Source: an optimization exercise on an open RTL-to-GDS flow (aim: small area, a short achievable clock period and few clock cycles). Production flows keep margins and buffers that such runs may drop. RTL that was checked went through simulation tests only; none was proved equivalent to the original.

Design HT_TOP, start of the top module:
module HT_TOP(
    clk,
    rst_n,
    in_valid,
    in_weight,
    out_mode,
    out_valid,
    out_code
);
input clk, rst_n, in_valid, out_mode;
input [2:0] in_weight;
output reg out_valid, out_code;
reg        vr, merge, sending;
reg  [2:0] cnt;
reg  [2:0] cur;
reg        mode;
reg  [2:0] xr;
reg  [4:0] lw [0:7];
reg  [2:0] ptr [0:4];
reg  [7:0] code [0:4];
integer j, t;
function lt5;
    input [4:0] a, b;
    integer k;
    reg c;
    begin
        c = 1'b0;
        for (k = 0; k < 5; k = k + 1)
            c = (~a[k] & b[k]) | (~a[k] & c) | (b[k] & c);
        lt5 = c;
    end
endfunction
wire [4:0] sum = lw[0] + lw[1];
wire [4:0] val = merge ? sum : {2'b00, xr};
reg  [9:0] lt;
reg  [4:0] lwx [0:9];
always @(*) begin
    for (j = 0; j < 8; j = j + 1) lwx[j] = lw[j];
    lwx[8] = 5'd31;
    lwx[9] = 5'd31;
    lt[8] = 1'b0;
    lt[9] = 1'b0;
    for (j = 0; j < 8; j = j + 1)
        lt[j] = lt5(lw[j], val) | (!merge & (cnt < 8 - j));
    if (merge) lt[1] = 1'b1;
end
reg [2:0] ins;
always @(*) begin
    ins = 3'd0;
    for (j = 0; j < 8; j = j + 1)
        if (merge) begin
            if (lt[j+1] & !lt[j+2]) ins = j;
        end else begin
            if (lt[j] & !lt[j+1]) ins = j;
        end
end
reg [2:0] leaf [0:4];
  ...
For scale: about 770 cells after synthesis, about 110 flip-flops, about 6300 um^2 of cells after synthesis.
==> module HT_TOP, before the edit <==
module HT_TOP(
    clk,
    rst_n,
    in_valid,
    in_weight,
    out_mode,
    out_valid,
    out_code
);
input clk, rst_n, in_valid, out_mode;
input [2:0] in_weight;
output reg out_valid, out_code;
reg        vr, merge, sending;
reg  [2:0] cnt;
reg  [2:0] cur;
reg        mode;
reg  [2:0] xr;
reg  [4:0] lw [0:7];
reg  [2:0] ptr [0:4];
reg  [7:0] code [0:4];
integer j, t;
function lt5;
    input [4:0] a, b;
    integer k;
    reg c;
    begin
        c = 1'b0;
        for (k = 0; k < 5; k = k + 1)
            c = (~a[k] & b[k]) | (~a[k] & c) | (b[k] & c);
        lt5 = c;
    end
endfunction
wire [4:0] sum = lw[0] + lw[1];
wire [4:0] val = merge ? sum : {2'b00, xr};
reg  [9:0] lt;
reg  [4:0] lwx [0:9];
always @(*) begin
    for (j = 0; j < 8; j = j + 1) lwx[j] = lw[j];
    lwx[8] = 5'd31;
    lwx[9] = 5'd31;
    lt[8] = 1'b0;
    lt[9] = 1'b0;
    for (j = 0; j < 8; j = j + 1)
        lt[j] = lt5(lw[j], val) | (!merge & (cnt < 8 - j));
    if (merge) lt[1] = 1'b1;
end
reg [2:0] ins;
always @(*) begin
    ins = 3'd0;
    for (j = 0; j < 8; j = j + 1)
        if (merge) begin
            if (lt[j+1] & !lt[j+2]) ins = j;
        end else begin
            if (lt[j] & !lt[j+1]) ins = j;
        end
end
reg [2:0] leaf [0:4];
always @(*) begin
    leaf[0] = 3'd4;                    
    leaf[1] = mode ? 3'd2 : 3'd5;      
    leaf[2] = mode ? 3'd5 : 3'd6;      
    leaf[3] = mode ? 3'd0 : 3'd7;      
    leaf[4] = mode ? 3'd1 : 3'd3;      
end
wire root = merge & (cnt == 3'd6);
wire empty = (code[0] == 8'd1);
wire [7:0] src = empty ? code[1] : code[0];
wire fin = (src[7:1] == 7'd1) & ((cur + {2'b00, empty}) == 3'd4);
always @(posedge clk) begin
    if (in_valid & !vr) mode <= out_mode;
    xr <= in_weight;
    for (j = 0; j < 8; j = j + 1)
        if (merge)
            lw[j] <= lt[j+2] ? lwx[j+2] : (lt[j+1] ? sum : lwx[j+1]);
        else
            lw[j] <= lt[j+1] ? lwx[j+1] : (lt[j] ? val : lwx[j]);
    for (t = 0; t < 5; t = t + 1)
        if (merge ? (ptr[t][2:1] == 2'b00) : (leaf[t] == cnt))
            ptr[t] <= ins;
        else
            ptr[t] <= ptr[t] - {1'b0, merge & lt[ptr[t]], merge ^ lt[ptr[t]]};
    for (t = 0; t < 5; t = t + 1)
        if (vr)
            code[t] <= {code[t][6:0], cnt == 3'd7};
        else if (merge & (ptr[t][2:1] == 2'b00) & !(root & (t == 0)))
            code[t] <= {code[t][6:0], ~ptr[t][0]};
    if (sending) begin
        code[0] <= {1'b0, src[7:1]};
        if (empty) begin
            code[1] <= code[2];
            code[2] <= code[3];
            code[3] <= code[4];
        end
    end
end
always @(posedge clk or negedge rst_n) begin
    if (!rst_n) begin
        vr <= 1'b0;
        merge <= 1'b0;
        sending <= 1'b0;
        cnt <= 3'd0;
        cur <= 3'd0;
        out_valid <= 1'b0;
        out_code <= 1'b0;
    end else begin
        vr <= in_valid;
        if (vr) begin
            cnt <= cnt + 3'd1;
            if (cnt == 3'd7) merge <= 1'b1;
        end else if (merge) begin
            cnt <= cnt + 3'd1;
            if (root) begin
                merge <= 1'b0;
                sending <= 1'b1;
                out_valid <= 1'b1;
                out_code <= ~ptr[0][0];
                cur <= 3'd0;
                cnt <= 3'd0;
            end
        end else if (sending) begin
            out_code <= src[0];
            cur <= cur + {2'b00, empty};
            if (fin) sending <= 1'b0;
        end else begin
            out_valid <= 1'b0;
            out_code <= 1'b0;
        end
    end
end
endmodule
Settings: LEC_CHECK=0, CAP_MARGIN=20, CORE_MARGIN=2, CORE_UTILIZATION=40, SLEW_MARGIN=20; clock period 17.0 ns.
standard.sh (not shown) runs the stock make flow with config.mk's settings and CLKGATE_MAP_FILE= SYNTH_SCRIPT=/design/flow/synth_recipe.tcl, a recipe that flattens the netlist after the stock synthesis.
==> flow/flow/run.sh <==
#!/bin/bash
# Layout with ORFS's own scripts. Two changes from the standard layout:
#  - synthesis is the standard one except that ABC maps the logic for area
#    (flip-flops are mapped before ABC, so registers are unchanged);
#  - repair_timing aims for a larger setup margin (MARGIN ns) than the
#    standard flow settings allow. Constraints are unchanged.
set -euo pipefail
MARGIN=${MARGIN:-12.6}
HERE=$(pwd)
printf 'strash\ndch\nmap -a\nstrash\ndch\nmap -a\n' > "$HERE/area.abc"
cat > "$HERE/area_synth.tcl" <<'TCL'
proc abc {args} {
  set i [lsearch -exact $args -script]
  if {$i >= 0} {
    set args [lreplace $args [expr {$i + 1}] [expr {$i + 1}] $::env(AREA_ABC_SCRIPT)]
  }
  yosys abc {*}$args
}
TCL
cat synth_recipe.tcl >> "$HERE/area_synth.tcl"
export AREA_ABC_SCRIPT="$HERE/area.abc"
bash standard.sh SYNTH_SCRIPT="$HERE/area_synth.tcl" SETUP_SLACK_MARGIN="$MARGIN" finish > standard_flow.log 2>&1
Next try:
--- a/flow/design.v
+++ b/flow/design.v
@@ -252,10 +252,11 @@
 input [2:0] in_weight;
 output reg out_valid, out_code;
-reg        vr, merge, sending;
+reg        merge, sending;
 reg  [2:0] cnt;
 reg  [2:0] cur;
 reg        mode;
-reg  [2:0] xr;
-reg  [4:0] lw [0:7];
+reg  [4:0] lw [0:6];
+reg  [2:0] lw7;       
+reg        fill7;     
 reg  [2:0] ptr [0:4];
 reg  [7:0] code [0:4];
@@ -273,9 +274,10 @@
 endfunction
 wire [4:0] sum = lw[0] + lw[1];
-wire [4:0] val = merge ? sum : {2'b00, xr};
+wire       cur_mode = (cnt == 3'd0) ? out_mode : mode;
 reg  [9:0] lt;
 reg  [4:0] lwx [0:9];
 always @(*) begin
-    for (j = 0; j < 8; j = j + 1) lwx[j] = lw[j];
+    for (j = 0; j < 7; j = j + 1) lwx[j] = lw[j];
+    lwx[7] = {fill7, fill7, lw7 | {3{fill7}}};
     lwx[8] = 5'd31;
     lwx[9] = 5'd31;
@@ -283,5 +285,5 @@
     lt[9] = 1'b0;
     for (j = 0; j < 8; j = j + 1)
-        lt[j] = lt5(lw[j], val) | (!merge & (cnt < 8 - j));
+        lt[j] = lt5(lwx[j], merge ? sum : {2'b00, in_weight}) | (!merge & (cnt < 8 - j));
     if (merge) lt[1] = 1'b1;
 end
@@ -299,8 +301,8 @@
 always @(*) begin
     leaf[0] = 3'd4;                    
-    leaf[1] = mode ? 3'd2 : 3'd5;      
-    leaf[2] = mode ? 3'd5 : 3'd6;      
-    leaf[3] = mode ? 3'd0 : 3'd7;      
-    leaf[4] = mode ? 3'd1 : 3'd3;      
+    leaf[1] = cur_mode ? 3'd2 : 3'd5;      
+    leaf[2] = cur_mode ? 3'd5 : 3'd6;      
+    leaf[3] = cur_mode ? 3'd0 : 3'd7;      
+    leaf[4] = cur_mode ? 3'd1 : 3'd3;      
 end
 wire root = merge & (cnt == 3'd6);
@@ -309,11 +311,14 @@
 wire fin = (src[7:1] == 7'd1) & ((cur + {2'b00, empty}) == 3'd4);
 always @(posedge clk) begin
-    if (in_valid & !vr) mode <= out_mode;
-    xr <= in_weight;
-    for (j = 0; j < 8; j = j + 1)
+    if (in_valid & (cnt == 3'd0)) mode <= out_mode;
+    if (root) cur <= 3'd0;
+    else if (sending) cur <= cur + {2'b00, empty};
+    for (j = 0; j < 7; j = j + 1)
         if (merge)
             lw[j] <= lt[j+2] ? lwx[j+2] : (lt[j+1] ? sum : lwx[j+1]);
         else
-            lw[j] <= lt[j+1] ? lwx[j+1] : (lt[j] ? val : lwx[j]);
+            lw[j] <= lt[j+1] ? lwx[j+1] : (lt[j] ? {2'b00, in_weight} : lwx[j]);
+    fill7 <= merge;
+    if (!merge & lt[7]) lw7 <= in_weight;
     for (t = 0; t < 5; t = t + 1)
         if (merge ? (ptr[t][2:1] == 2'b00) : (leaf[t] == cnt))
@@ -322,5 +327,5 @@
             ptr[t] <= ptr[t] - {1'b0, merge & lt[ptr[t]], merge ^ lt[ptr[t]]};
     for (t = 0; t < 5; t = t + 1)
-        if (vr)
+        if (in_valid)
             code[t] <= {code[t][6:0], cnt == 3'd7};
         else if (merge & (ptr[t][2:1] == 2'b00) & !(root & (t == 0)))
@@ -337,14 +342,11 @@
 always @(posedge clk or negedge rst_n) begin
     if (!rst_n) begin
-        vr <= 1'b0;
         merge <= 1'b0;
         sending <= 1'b0;
         cnt <= 3'd0;
-        cur <= 3'd0;
         out_valid <= 1'b0;
         out_code <= 1'b0;
     end else begin
-        vr <= in_valid;
-        if (vr) begin
+        if (in_valid) begin
             cnt <= cnt + 3'd1;
             if (cnt == 3'd7) merge <= 1'b1;
@@ -356,10 +358,8 @@
                 out_valid <= 1'b1;
                 out_code <= ~ptr[0][0];
-                cur <= 3'd0;
                 cnt <= 3'd0;
             end
         end else if (sending) begin
             out_code <= src[0];
-            cur <= cur + {2'b00, empty};
             if (fin) sending <= 1'b0;
         end else begin
After rerunning:
- via count increases by about 0.9%
- critical path depth increases by 17
- wire length increases by 1.1%
- hold slack stays flat
- final area increases by about 4%
- final cell count increases by 0.67%
- flip-flop and latch count decreases by 5
- area after synthesis decreases by 1.2%
Function was not checked in any run of this note: the RTL went through the layout flow alone.


HT_TOP, a different RTL version from the one above (not shown whole).
Size in the first run: about 710 cells after synthesis, roughly 9 I/O pins.
==> module HT_TOP, before the edit <==
module HT_TOP(
    clk,
    rst_n,
    in_valid,
    in_weight,
    out_mode,
    out_valid,
    out_code
);
input clk, rst_n, in_valid, out_mode;
input [2:0] in_weight;
output reg out_valid, out_code;
reg        vr, merge, sending;
reg  [2:0] cnt;
reg  [2:0] cur;
reg        mode;
reg  [2:0] xr;
reg  [4:0] lw [0:6];
reg  [2:0] lw7;       
reg        fill7;     
reg  [2:0] ptr [0:4];
reg  [7:0] code [0:4];
integer j, t;
function lt5;
    input [4:0] a, nb;
    integer k;
    reg c;
    begin
        c = 1'b1;
        for (k = 0; k < 5; k = k + 1)
            c = (a[k] & nb[k]) | (a[k] & c) | (nb[k] & c);
        lt5 = ~c;
    end
endfunction
wire [4:0] sum = lw[0] + lw[1];
wire [4:0] val = merge ? sum : {2'b00, xr};
reg  [9:0] lt;
reg  [4:0] lwx [0:9];
always @(*) begin
    for (j = 0; j < 7; j = j + 1) lwx[j] = lw[j];
    lwx[7] = {fill7, fill7, lw7 | {3{fill7}}};
    lwx[8] = 5'd31;
    lwx[9] = 5'd31;
    lt[8] = 1'b0;
    lt[9] = 1'b0;
    for (j = 0; j < 8; j = j + 1)
        lt[j] = lt5(lwx[j], ~val) | (!merge & (cnt < 8 - j));
    if (merge) lt[1] = 1'b1;
end
reg [2:0] ins;
always @(*) begin
    ins = 3'd0;
    for (j = 0; j < 8; j = j + 1)
        if (merge) begin
            if (lt[j+1] & !lt[j+2]) ins = j;
        end else begin
            if (lt[j] & !lt[j+1]) ins = j;
        end
end
reg [2:0] leaf [0:4];
always @(*) begin
    leaf[0] = 3'd4;                    
    leaf[1] = mode ? 3'd2 : 3'd5;      
    leaf[2] = mode ? 3'd5 : 3'd6;      
    leaf[3] = mode ? 3'd0 : 3'd7;      
    leaf[4] = mode ? 3'd1 : 3'd3;      
end
wire first = merge & (cnt == 3'd5);    
wire root = merge & (cnt == 3'd6);
wire empty = (code[0][6:0] == 7'd1);
wire [7:0] src = empty ? code[1] : {1'b0, code[0][6:0]};
wire fin = (src[7:1] == 7'd1) & ((cur + {2'b00, empty}) == 3'd4);
always @(posedge clk) begin
    if (in_valid & !vr) mode <= out_mode;
    if (root) cur <= 3'd0;
    else if (sending) cur <= cur + {2'b00, empty};
    xr <= in_weight;
    for (j = 0; j < 7; j = j + 1)
        if (merge | lt[j])
            lw[j] <= ({5{merge & lt[j+2]}} & lwx[j+2])
                   | ({5{merge ? (lt[j+1] & ~lt[j+2]) : (lt[j] & ~lt[j+1])}} & val)
                   | ({5{merge ^ lt[j+1]}} & lwx[j+1]);
    fill7 <= merge;
    if (!merge & lt[7]) lw7 <= xr;
    for (t = 0; t < 5; t = t + 1)
        if (merge ? (ptr[t][2:1] == 2'b00) : (leaf[t] == cnt))
            ptr[t] <= ins;
        else
            ptr[t] <= lt[ptr[t]] ? (ptr[t] - {merge, !merge}) : (ptr[t] - {2'b00, merge});
    for (t = 0; t < 5; t = t + 1)
        if (vr)
            code[t] <= {code[t][6:0], cnt == 3'd7};
        else if (merge & (ptr[t][2:1] == 2'b00) & !(root & ((t == 0) | ((t == 1) & empty))))
            code[t] <= {code[t][6:0], ~ptr[t][0]};
    if (sending | (root & !empty))
        code[0] <= {1'b0, src[7:1]};
    if (sending) begin
        if (empty) begin
            code[1] <= code[2];
            code[2] <= code[3];
            code[3] <= code[4];
        end
    end
end
always @(posedge clk or negedge rst_n) begin
    if (!rst_n) begin
        vr <= 1'b0;
        merge <= 1'b0;
        sending <= 1'b0;
        cnt <= 3'd0;
        out_valid <= 1'b0;
        out_code <= 1'b0;
    end else begin
        vr <= in_valid;
        if (vr) begin
            cnt <= cnt + 3'd1;
            if (cnt == 3'd7) merge <= 1'b1;
        end else if (merge) begin
            cnt <= cnt + 3'd1;
            if (first) begin
                out_valid <= 1'b1;
                out_code <= lt[2] ^ (ptr[0][2:1] == 2'b00);
            end
            if (root) begin
                merge <= 1'b0;
                sending <= 1'b1;
                out_code <= empty ? ~ptr[1][0] : code[0][0];
                cnt <= 3'd0;
            end
        end else if (sending) begin
            out_code <= src[0];
            if (fin) sending <= 1'b0;
        end else begin
            out_valid <= 1'b0;
            out_code <= 1'b0;
        end
    end
end
endmodule
Settings: LEC_CHECK=0, CAP_MARGIN=20, CORE_MARGIN=2, CORE_UTILIZATION=40, CTS_BUF_LIST=sky130_fd_sc_hd__clkbuf_8, SLEW_MARGIN=20; clock period 17.0 ns.
Scripts as last shown in full above: flow/flow/run.sh
Testbench counts at the start, summed over its fixed seeds: cycles 31,181.
Rerun with:
--- a/flow/design.v
+++ b/flow/design.v
@@ -255,16 +255,16 @@
 reg  [2:0] cnt;
 reg  [2:0] cur;
 reg        mode;
 reg  [2:0] xr;
 reg  [4:0] lw [0:6];
 reg  [2:0] lw7;       
-reg        fill7;     
 reg  [2:0] ptr [0:4];
 reg  [7:0] code [0:4];
 integer j, t;
+wire fill7 = merge & (cnt != 3'd0);
 function lt5;
     input [4:0] a, nb;
     integer k;
     reg c;
     begin
         c = 1'b1;
@@ -276,13 +276,13 @@
 wire [4:0] sum = lw[0] + lw[1];
 wire [4:0] val = merge ? sum : {2'b00, xr};
 reg  [9:0] lt;
 reg  [4:0] lwx [0:9];
 always @(*) begin
     for (j = 0; j < 7; j = j + 1) lwx[j] = lw[j];
-    lwx[7] = {fill7, fill7, lw7 | {3{fill7}}};
+    lwx[7] = {fill7, fill7, lw7 | {3{fill7}}};    
     lwx[8] = 5'd31;
     lwx[9] = 5'd31;
     lt[8] = 1'b0;
     lt[9] = 1'b0;
     for (j = 0; j < 8; j = j + 1)
         lt[j] = lt5(lwx[j], ~val) | (!merge & (cnt < 8 - j));
@@ -306,25 +306,32 @@
     leaf[3] = mode ? 3'd0 : 3'd7;      
     leaf[4] = mode ? 3'd1 : 3'd3;      
 end
 wire first = merge & (cnt == 3'd5);    
 wire root = merge & (cnt == 3'd6);
 wire empty = (code[0][6:0] == 7'd1);
-wire [7:0] src = empty ? code[1] : {1'b0, code[0][6:0]};
+reg  [7:0] nextcode;
+always @(*)
+    case (cur[1:0])
+        2'd0: nextcode = code[1];
+        2'd1: nextcode = code[2];
+        2'd2: nextcode = code[3];
+        default: nextcode = code[4];
+    endcase
+wire [7:0] src = empty ? nextcode : {1'b0, code[0][6:0]};
 wire fin = (src[7:1] == 7'd1) & ((cur + {2'b00, empty}) == 3'd4);
 always @(posedge clk) begin
     if (in_valid & !vr) mode <= out_mode;
     if (root) cur <= 3'd0;
     else if (sending) cur <= cur + {2'b00, empty};
     xr <= in_weight;
     for (j = 0; j < 7; j = j + 1)
         if (merge | lt[j])
             lw[j] <= ({5{merge & lt[j+2]}} & lwx[j+2])
                    | ({5{merge ? (lt[j+1] & ~lt[j+2]) : (lt[j] & ~lt[j+1])}} & val)
                    | ({5{merge ^ lt[j+1]}} & lwx[j+1]);
-    fill7 <= merge;
     if (!merge & lt[7]) lw7 <= xr;
     for (t = 0; t < 5; t = t + 1)
         if (merge ? (ptr[t][2:1] == 2'b00) : (leaf[t] == cnt))
             ptr[t] <= ins;
         else
             ptr[t] <= lt[ptr[t]] ? (ptr[t] - {merge, !merge}) : (ptr[t] - {2'b00, merge});
@@ -332,19 +339,12 @@
         if (vr)
             code[t] <= {code[t][6:0], cnt == 3'd7};
         else if (merge & (ptr[t][2:1] == 2'b00) & !(root & ((t == 0) | ((t == 1) & empty))))
             code[t] <= {code[t][6:0], ~ptr[t][0]};
     if (sending | (root & !empty))
         code[0] <= {1'b0, src[7:1]};
-    if (sending) begin
-        if (empty) begin
-            code[1] <= code[2];
-            code[2] <= code[3];
-            code[3] <= code[4];
-        end
-    end
 end
 always @(posedge clk or negedge rst_n) begin
     if (!rst_n) begin
         vr <= 1'b0;
         merge <= 1'b0;
         sending <= 1'b0;
- The new run finished with timing, DRC and antenna clean
- clock skew rose by 0.0040 ns
- hold slack loses 0.011 ns
- setup slack degrades by 0.0078 ns
- area after synthesis went down by 0.31%
- routed wire length is about the same
- maximum frequency hardly moves
- design area is higher by 1.9%
- clock-buffer cell count is unchanged
- synthesized cell count fell by 9.5%
- die area is about the same
- non-clock buffer count goes up by 18
The RTL of the second run of this note was laid out without a check of its function.

## what the ideal ports hide
The flow's constraints put no driver on any port. The routed layouts listed below were extracted and timed again, unchanged, in two steps. Step 1 sets driving cells, clkbuf_16 on the clock port and buf_2 on the other inputs (assumed; they add their load-dependent delay and slew). Step 2 moves the port delays by t, midway between the first and last clock arrival at a register: inputs arrive t later, outputs are due t later. That takes back most of the time a late clock gives input paths. Slacks: ideal / step 1 / step 2; pairs: ideal / step 1.
run | shift t [ns] | setup slack, ns | worst setup path at the end
the first run of note 1 | 0.408 | 12.678 / 12.637 / 12.650 | input to register
the second run of note 1 | 0.403 | 10.778 / 10.761 / 10.357 | input to register
the first run of note 2 | 0.437 | 12.666 / 12.627 / 12.612 | input to register
the second run of note 2 | 0.427 | 12.659 / 12.637 / 12.659 | register to register
After both steps every run listed still meets setup and hold. For the second run of note 1, which loses most, drivers alone change the setup slack by -0.017 ns; drivers and shift together by -0.421 ns.
